Source: an optimization exercise on an open RTL-to-GDS flow (aim: small area and a short achievable clock period). Production flows keep margins and buffers that such runs may drop. In this exercise RTL edits were held to simulation tests only and were not proved equivalent to the original.

== main ==
Design thumb, start of the top module:
module thumb (read_instruction_n, instruction_address,
              instruction, read_data_n, write_data_n,
              data_address, data_in, data_out, reset_n, clk);
  output read_instruction_n;
  output [31:0] instruction_address;
  input [15:0] instruction;
  output read_data_n;
  output write_data_n;
  output [31:0] data_address;
  input [31:0] data_in;
  output [31:0] data_out;
  input reset_n;
  input clk;
  reg read_data_n, write_data_n;
  reg [31:0] PC, SP, LR;
  reg [31:0] R [0:7];
  reg [7:0] rvalid;           
  reg N_Flag, Z_Flag, C_Flag, V_Flag;
  reg n_mul, z_exr, z_mul;    
  reg [15:0] IF_IR;
  reg if_bub;                 
  reg branch_taken;
  reg [31:0] opA, opB, opS;
  reg [15:0] e_one, e_two, e_neg;   
  reg e_a32, e_b32, e_cin1, e_cinc;
  reg e_radd, e_rlog, e_rshr, e_rshl, e_rmul;
  reg [3:0] e_tt;
  reg e_fill;
  reg e_fN, e_fZ, e_fC, e_fV;
  reg e_lsr0, e_zpre, e_rorc, e_sbc;
  reg e_wb, e_ld, e_st;
  reg [2:0] e_rd;
  reg [2:0] e_ldt;            
  reg e_spwe, e_lrwe, e_lror1, e_br, e_bc;
  reg [3:0] e_cond;
  reg [31:0] EXR, DR, MR;     
  reg w_we, w_ld, w_mul;
  reg [2:0] w_rd;
  ...
For scale: roughly 150 I/O pins, roughly 50000 µm² of cells after synthesis.
clock: 15.0 ns
lec_check: 0
abc_area: 1
cap_margin: 20
core_margin: 2
core_utilization: 45
cts_cluster_diameter: 100
cts_cluster_size: 20
gpl_routability_driven: 1
place_density: 0.6
slew_margin: 20
standard.sh (not shown) runs the stock make flow with config.mk's settings and CLKGATE_MAP_FILE= SYNTH_SCRIPT=/design/flow/synth_recipe.tcl, a recipe that flattens the netlist after the stock synthesis.
==> flow/flow/run.sh <==
#!/bin/bash
export BUFFER_PORTS_ARGS="-buffer_cell sky130_fd_sc_hd__buf_4"
bash standard.sh SETUP_SLACK_MARGIN=10.4 finish > standard.log 2>&1
[inputs] the feature branch vs main
--- a/flow/design.v
+++ b/flow/design.v
@@ -28,29 +28,30 @@
   reg e_fill;
   reg e_fN, e_fZ, e_fC, e_fV;
   reg e_lsr0, e_zpre, e_rorc, e_sbc;
   reg e_wb, e_ld, e_st;
   reg [2:0] e_rd;
   reg [2:0] e_ldt;            
   reg e_spwe, e_lrwe, e_lror1, e_br, e_bc;
   reg [3:0] e_cond;
   reg [31:0] EXR, DR, MR;     
+  reg [1:0] MX;               
   reg w_we, w_ld, w_mul;
   reg [2:0] w_rd;
   reg [2:0] w_ldt;
   assign read_instruction_n = 1'b0;
   assign instruction_address = PC;
   assign data_address = EXR;
   assign data_out = DR;
   integer i;
   wire ldb = w_ldt[0], ldh = w_ldt[1], lds = w_ldt[2];
   wire [31:0] wb_data;
-  wire [31:0] q3 = EXR ^ DR ^ MR;
+  wire [31:0] q3 = EXR ^ DR ^ MR ^ {MX[1] ^ MX[0], 31'b0};
   wire [31:0] q4 = {(EXR[30:0] & DR[30:0]) | (MR[30:0] & (EXR[30:0] ^ DR[30:0])), 1'b0};
   wire [31:0] P = q3 + q4;
   wire Pz = ~|((q3 ^ q4) ^ {q3[30:0] | q4[30:0], 1'b0});
   wire [31:0] wr = w_mul ? P : EXR;
   assign wb_data[7:0] = w_ld ? data_in[7:0] : wr[7:0];
   assign wb_data[15:8] = w_ld ? (ldb ? {8{lds & data_in[7]}} : data_in[15:8])
                               : wr[15:8];
   assign wb_data[31:16] = w_ld ? (ldb ? {16{lds & data_in[7]}} :
                                   ldh ? {16{lds & data_in[15]}} :
@@ -74,19 +75,20 @@
   wire [32:0] sh5 = opB[4] ? {{16{e_fill}}, sh4[32:16]} : sh4;
   wire [32:0] sh6 = opB[5] ? {{32{e_fill}}, sh5[32]} : sh5;
   wire [31:0] SH = sh6[32:1];
   wire shc = sh6[0];
   wire [31:0] SHL;
   generate for (g = 0; g < 32; g = g + 1) begin : rv
     assign SHL[g] = SH[31-g];
   end endgenerate
   wire [31:0] ms, mc, mt;
-  thumb_mul mul (.a(opA), .one(e_one), .two(e_two), .neg(e_neg), .s(ms), .c(mc), .t(mt));
+  wire [1:0] mx;
+  thumb_mul mul (.a(opA), .one(e_one), .two(e_two), .neg(e_neg), .s(ms), .c(mc), .t(mt), .x(mx));
   wire [31:0] res = ({32{e_radd}} & S[31:0]) | ({32{e_rlog}} & L) |
                     ({32{e_rshr}} & SH) | ({32{e_rshl}} & SHL);
   wire Nn = e_lsr0 ? shc : res[31];
   wire N_eff = n_mul ? P[31] : N_Flag;
   wire Z_eff = z_exr ? (EXR == 32'b0) : (z_mul ? Pz : Z_Flag);
   wire s1ones = ((ag[0] | (ap[0] & cin)) ^ ap[1]) & (&(ag[29:1] ^ ap[30:2]));
   wire T31 = S[31] ^ (e_sbc & s1ones);
   wire T32 = S[32] ^ (e_sbc & s1ones & S[31]);
   wire Cn = e_radd ? T32 : (e_rorc ? opA[31] : shc);
@@ -453,38 +455,40 @@
         Z_Flag <= Z_eff; z_exr <= 1'b0; z_mul <= 1'b0;
       end
       if (exv & e_fC) C_Flag <= Cn;
       if (exv & e_fV) V_Flag <= Vn;
     end
   end
   always @(posedge clk) begin
     EXR <= e_rmul ? ms : res;
     MR <= {32{e_rmul}} & mt;
+    MX <= {2{e_rmul}} & mx;
     DR <= e_rmul ? mc : (e_sbc ? 32'd2 : opS);
     w_mul <= e_wp;
     w_rd <= e_rd;
     w_ld <= e_ld;
     w_ldt <= e_ldt;
   end
   always @(negedge reset_n or posedge clk) begin
     if (~reset_n)
       rvalid <= 8'b0;
     else if (w_we)
       rvalid[w_rd] <= 1'b1;
   end
   always @(posedge clk) begin
     if (w_we) R[w_rd] <= wb_data;
   end
 endmodule
-module thumb_mul (a, one, two, neg, s, c, t);
+module thumb_mul (a, one, two, neg, s, c, t, x);
   input [31:0] a;
   input [15:0] one, two, neg;
   output [31:0] s, c, t;
+  output [1:0] x;        
   wire one0 = one[0];
   wire two0 = two[0];
   wire neg0 = neg[0];
   wire pp0_0 = ((one0 & a[0]) | (two0 & 1'b0)) ^ neg0;
   wire pp0_1 = ((one0 & a[1]) | (two0 & a[0])) ^ neg0;
   wire pp0_2 = ((one0 & a[2]) | (two0 & a[1])) ^ neg0;
   wire pp0_3 = ((one0 & a[3]) | (two0 & a[2])) ^ neg0;
   wire pp0_4 = ((one0 & a[4]) | (two0 & a[3])) ^ neg0;
   wire pp0_5 = ((one0 & a[5]) | (two0 & a[4])) ^ neg0;
@@ -1626,23 +1630,21 @@
   wire px413;
   assign px413 = fc128 ^ fc238;
   wire px414;
   assign px414 = px410 ^ px411;
   wire px415;
   assign px415 = px412 ^ px413;
   wire px416;
   assign px416 = px414 ^ fc240;
   wire px417;
-  assign px417 = fc242 ^ px415;
-  wire px418;
-  assign px418 = px416 ^ px417;
-  wire px419;
-  assign px419 = fc336 ^ px418;
+  assign px417 = px415 ^ px416;
+  assign x[0] = fc242;
+  assign x[1] = fc336;
   assign s[0] = pp0_0;
   assign c[0] = neg0;
   assign t[0] = 1'b0;
   assign s[1] = pp0_1;
   assign c[1] = 1'b0;
   assign t[1] = 1'b0;
   assign s[2] = pp0_2;
   assign c[2] = pp1_2;
   assign t[2] = neg1;
@@ -1724,13 +1726,13 @@
   assign s[28] = fc326;
   assign c[28] = fs387;
   assign t[28] = fc386;
   assign s[29] = fc330;
   assign c[29] = fs389;
   assign t[29] = fc388;
   assign s[30] = fc334;
   assign c[30] = fs391;
   assign t[30] = fc390;
-  assign s[31] = px419;
+  assign s[31] = px417;
   assign c[31] = fc338;
   assign t[31] = fc392;
 endmodule
[summary]
Higher amount of wire on met2 after detailed routing was reported by main, not the feature branch.
Between the feature branch and main, it is the feature branch whose depth of the worst register-to-register path is lower, by 6.
Between main and the feature branch, the placed instance area figures differ only marginally.
The feature branch vs main — distinct cell type count after synthesis climbed slightly
Looking at met3 usage across the feature branch and main, the one that comes out lower is main.
Complex-gate fraction of the synthesized area, the feature branch and main: smaller value in main
The feature branch vs main: worst hold slack up
Diff main -> the feature branch: routed length on met1 went down 3.3%, synthesized area divided by synthesized cell count held, share of synthesized cell area in and, or, nand and nor gates went up 0.33 points.
The feature branch against main: max-slew violation total from the final report flat.

==> re-timing with driven ports <==
Ports are ideal in the flow. The routed layouts listed here were re-timed in OpenROAD. Step 1: set_driving_cell puts a clkbuf_16 on clk and a buf_2 on each other input, an assumption about the parent block. Step 2 times the ports against the registers' clock, not the clock port: input delays grow and output delays shrink by t, the midpoint of the rising clock arrivals with the driver on. Three values: ideal ports, drivers, drivers and shift; two values: the first two.
run | t, ns | slack for setup (ns) | clock arrival spread, ns | worst data-port slew with drivers (ns) | pins driven straight from the clock port
main | 0.757 | 10.400 / 10.319 / 9.894 | 0.048 / 0.048 | 0.13 | 1
the feature branch | 0.768 | 10.200 / 10.200 / 10.021 | 0.062 / 0.061 | 0.12 | 1
After both steps every run listed still meets setup and hold. The setup slack of main, which loses most, moves by -0.081 ns with the drivers and by -0.506 ns with both steps.
